From an optimization exercise on the open Yosys and OpenROAD flow, aimed at small area, a short achievable clock period and few clock cycles per item; shortcuts taken in it are not production practice.
RTL that was checked went through simulation tests only; none was proved equivalent to the original.

Design sha1_block, start of the top module:
module sha1_block (
    input wire clk,
    input wire start,
    input wire [159:0] context_in,
    input wire [511:0] block,
    output wire done,
    output wire [159:0] context_out);
wire [31:0] h0 = context_in[159:128];
wire [31:0] h1 = context_in[127:96];
wire [31:0] h2 = context_in[95:64];
wire [31:0] h3 = context_in[63:32];
wire [31:0] h4 = context_in[31:0];
reg [5:0] cnt;
reg [31:0] a, b, c;
reg [31:0] fr;          
reg [31:0] x, y;        
reg f_ch, f_maj;        
reg [1:0] kidx;         
reg prep;               
reg pre_last;           
reg last;               
assign done = (cnt == 6'd41);
assign context_out = {a, b, c, y, x};
wire [63:0] w2;
w_machine w_machine (
    .clk(clk), .start(start), .cnt(cnt), .block(block), .h3(h3), .h4(h4),
    .w2(w2));
wire [31:0] k = (kidx == 2'd0) ? 32'h5A827999 :
                (kidx == 2'd1) ? 32'h6ED9EBA1 :
                (kidx == 2'd2) ? 32'h8F1BBCDC : 32'hCA62C1D6;
wire [31:0] kg = last ? 32'd0 : k;
wire f_ch_next = (cnt <= 6'd9);
wire f_maj_next = (cnt >= 6'd20) && (cnt <= 6'd29);
wire [31:0] t1, t2;
sha1_round sha1_round (
    .a(a), .b(b), .c(c), .fr(fr), .x(x), .y(y),
    .f_ch(f_ch), .f_maj(f_maj),
    .t1(t1), .t2(t2));
wire [31:0] b30 = {b[1:0], b[31:2]};
wire [31:0] a30 = {a[1:0], a[31:2]};
wire [31:0] fr_next;
sha1_f f_1 (.ch(f_ch_next), .maj(f_maj_next), .p(prep ? h1 : t1), .q(a30), .r(b30),
            .f(fr_next));
wire [31:0] x_next, y_next, b_next, c_next;
sha1_add3s add_x (.x(c), .y(kg), .z(w2[63:32]), .s(x_next));
sha1_add4 add_y (.x(b30), .y(kg), .z(w2[31:0]), .w(pre_last ? h0 : 32'd0),
                 .s(y_next));
sha1_add2 add_b (.x(t1), .y(last ? h1 : 32'd0), .s(b_next));
sha1_add2 add_c (.x(a30), .y(last ? h2 : 32'd0), .s(c_next));
always @(posedge clk) begin
    x <= x_next;
    y <= y_next;
    fr <= fr_next;
    f_ch <= f_ch_next;
    f_maj <= f_maj_next;
    prep <= start;
  ...
Size in the first run: ~3,600 cells after synthesis, roughly 730 flip-flops, roughly 840 I/O pins.
==> module w_machine, before the edit <==
module w_machine (
    input wire clk,
    input wire start,
    input wire [5:0] cnt,
    input wire [511:0] block,
    input wire [31:0] h3,
    input wire [31:0] h4,
    output wire [63:0] w2);
reg [511:0] win;     
reg [7:1] sel_blk;
reg sel_h, sel_exp;
wire [31:0] w0  = win[511:480];
wire [31:0] w1  = win[479:448];
wire [31:0] w2_ = win[447:416];
wire [31:0] w3  = win[415:384];
wire [31:0] w8  = win[255:224];
wire [31:0] w9  = win[223:192];
wire [31:0] w13 = win[95:64];
wire [31:0] w14 = win[63:32];
wire [31:0] xa = w13 ^ w8 ^ w2_ ^ w0;
wire [31:0] xb = w14 ^ w9 ^ w3 ^ w1;
wire [63:0] expanded = {xa[30:0], xa[31], xb[30:0], xb[31]};
wire [7:1] use_blk = sel_blk & {7{!start}};
wire use_h = sel_h && !start;
wire use_exp = sel_exp && !start;
reg [63:0] w_in;
integer p;
always @(*) begin
    w_in = ({64{start}} & block[511:448]) | ({64{use_h}} & {h4, h3}) |
           ({64{use_exp}} & expanded);
    for (p = 1; p < 8; p = p + 1)
        w_in = w_in | ({64{use_blk[p]}} & block[511 - 64*p -: 64]);
end
assign w2 = win[63:0];
wire [5:0] n = start ? 6'd0 : cnt + 6'd1;
always @(posedge clk) begin
    win <= {win[447:0], w_in};
    for (p = 1; p < 8; p = p + 1)
        sel_blk[p] <= (n + 6'd1 == p);
    sel_h <= (n == 6'd39);
    sel_exp <= (n >= 6'd7) && (n != 6'd39);
end
endmodule
export LEC_CHECK = 0
export CAP_MARGIN = 20
export CORE_MARGIN = 2
export CORE_UTILIZATION = 40
export CTS_CLUSTER_DIAMETER = 100
export CTS_CLUSTER_SIZE = 24
export PLACE_DENSITY = 0.6
export SETUP_SLACK_MARGIN = 5
export SLEW_MARGIN = 20
export SYNTH_HIERARCHICAL = 1
create_clock -name core_clock -period 10.0 [get_ports {clk}]
standard.sh (not shown) runs the stock make flow with config.mk's settings and CLKGATE_MAP_FILE= SYNTH_SCRIPT=/design/flow/synth_recipe.tcl, a recipe that flattens the netlist after the stock synthesis.
==> flow/flow/run.sh <==
#!/bin/bash
# Layout flow: the standard layout (standard.sh), unchanged except that
# the port buffers that global placement inserts are the smallest buffer
# cell, sky130_fd_sc_hd__buf_1, instead of the default pick.  Every input and
# output port still gets its own buffer; resizing may upsize them later.
set -euo pipefail
export BUFFER_PORTS_ARGS="-buffer_cell sky130_fd_sc_hd__buf_1"
bash standard.sh finish > standard_flow.log 2>&1
Rerun with:
--- a/flow/design.v
+++ b/flow/design.v
@@ -21,15 +21,12 @@
 wire [31:0] xb = w14 ^ w9 ^ w3 ^ w1;
 wire [63:0] expanded = {xa[30:0], xa[31], xb[30:0], xb[31]};
-wire [7:1] use_blk = sel_blk & {7{!start}};
-wire use_h = sel_h && !start;
-wire use_exp = sel_exp && !start;
-reg [63:0] w_in;
+reg [63:0] picked;
 integer p;
 always @(*) begin
-    w_in = ({64{start}} & block[511:448]) | ({64{use_h}} & {h4, h3}) |
-           ({64{use_exp}} & expanded);
+    picked = ({64{sel_h}} & {h4, h3}) | ({64{sel_exp}} & expanded);
     for (p = 1; p < 8; p = p + 1)
-        w_in = w_in | ({64{use_blk[p]}} & block[511 - 64*p -: 64]);
+        picked = picked | ({64{sel_blk[p]}} & block[511 - 64*p -: 64]);
 end
+wire [63:0] w_in = start ? block[511:448] : picked;
 assign w2 = win[63:0];
 wire [5:0] n = start ? 6'd0 : cnt + 6'd1;
=> Worst hold slack is worse by 0.016 ns. Non-clock buffer count goes up by 11. Fmax goes up by about 2%. Wire length goes up by 7.4%. Clock skew goes up by 0.028 ns. Sequential share of layout area stays flat. Final area goes down by about 0.33%. Final cell count goes up by 0.62%. Via count goes up by 2.2%. Setup slack is better by 0.096 ns. Synthesized area barely changes.
Testbench counts after the change, summed over its fixed seeds: cycles 16,128, items 384.
For the first run of this note, only the layout was checked, not whether the RTL still works.

## separate check: timing with driven ports
Ports are ideal in the flow. The routed layouts listed here were re-timed in OpenROAD. Step 1 (the two cells are an assumption about what drives the block):
set clk [get_ports {clk}]
set_driving_cell -lib_cell sky130_fd_sc_hd__clkbuf_16 $clk
set_driving_cell -lib_cell sky130_fd_sc_hd__buf_2 [delete_from_list [all_inputs] $clk]
Step 2 times the ports against the registers' clock, not the clock port: input delays grow and output delays shrink by t, the midpoint of the rising clock arrivals with the driver on. Slacks: no drivers / after step 1 / after step 2; pairs: no drivers / after step 1.
| run | t, ns | slack for setup (ns) | worst register clock-pin slew, ns | worst data-port slew with drivers (ns) | cell pins on the clock port's net |
|---|---|---|---|---|---|
| the first run | 0.681 | 5.056 / 5.056 / 4.955 | 0.10 / 0.10 | 0.20 | 1 |
| the second run | 0.701 | 5.152 / 5.152 / 5.020 | 0.11 / 0.11 | 0.30 | 1 |
After both steps every run listed still meets setup and hold. The setup slack of the second run, which loses most, moves by 0.000 ns with the drivers and by -0.132 ns with both steps.
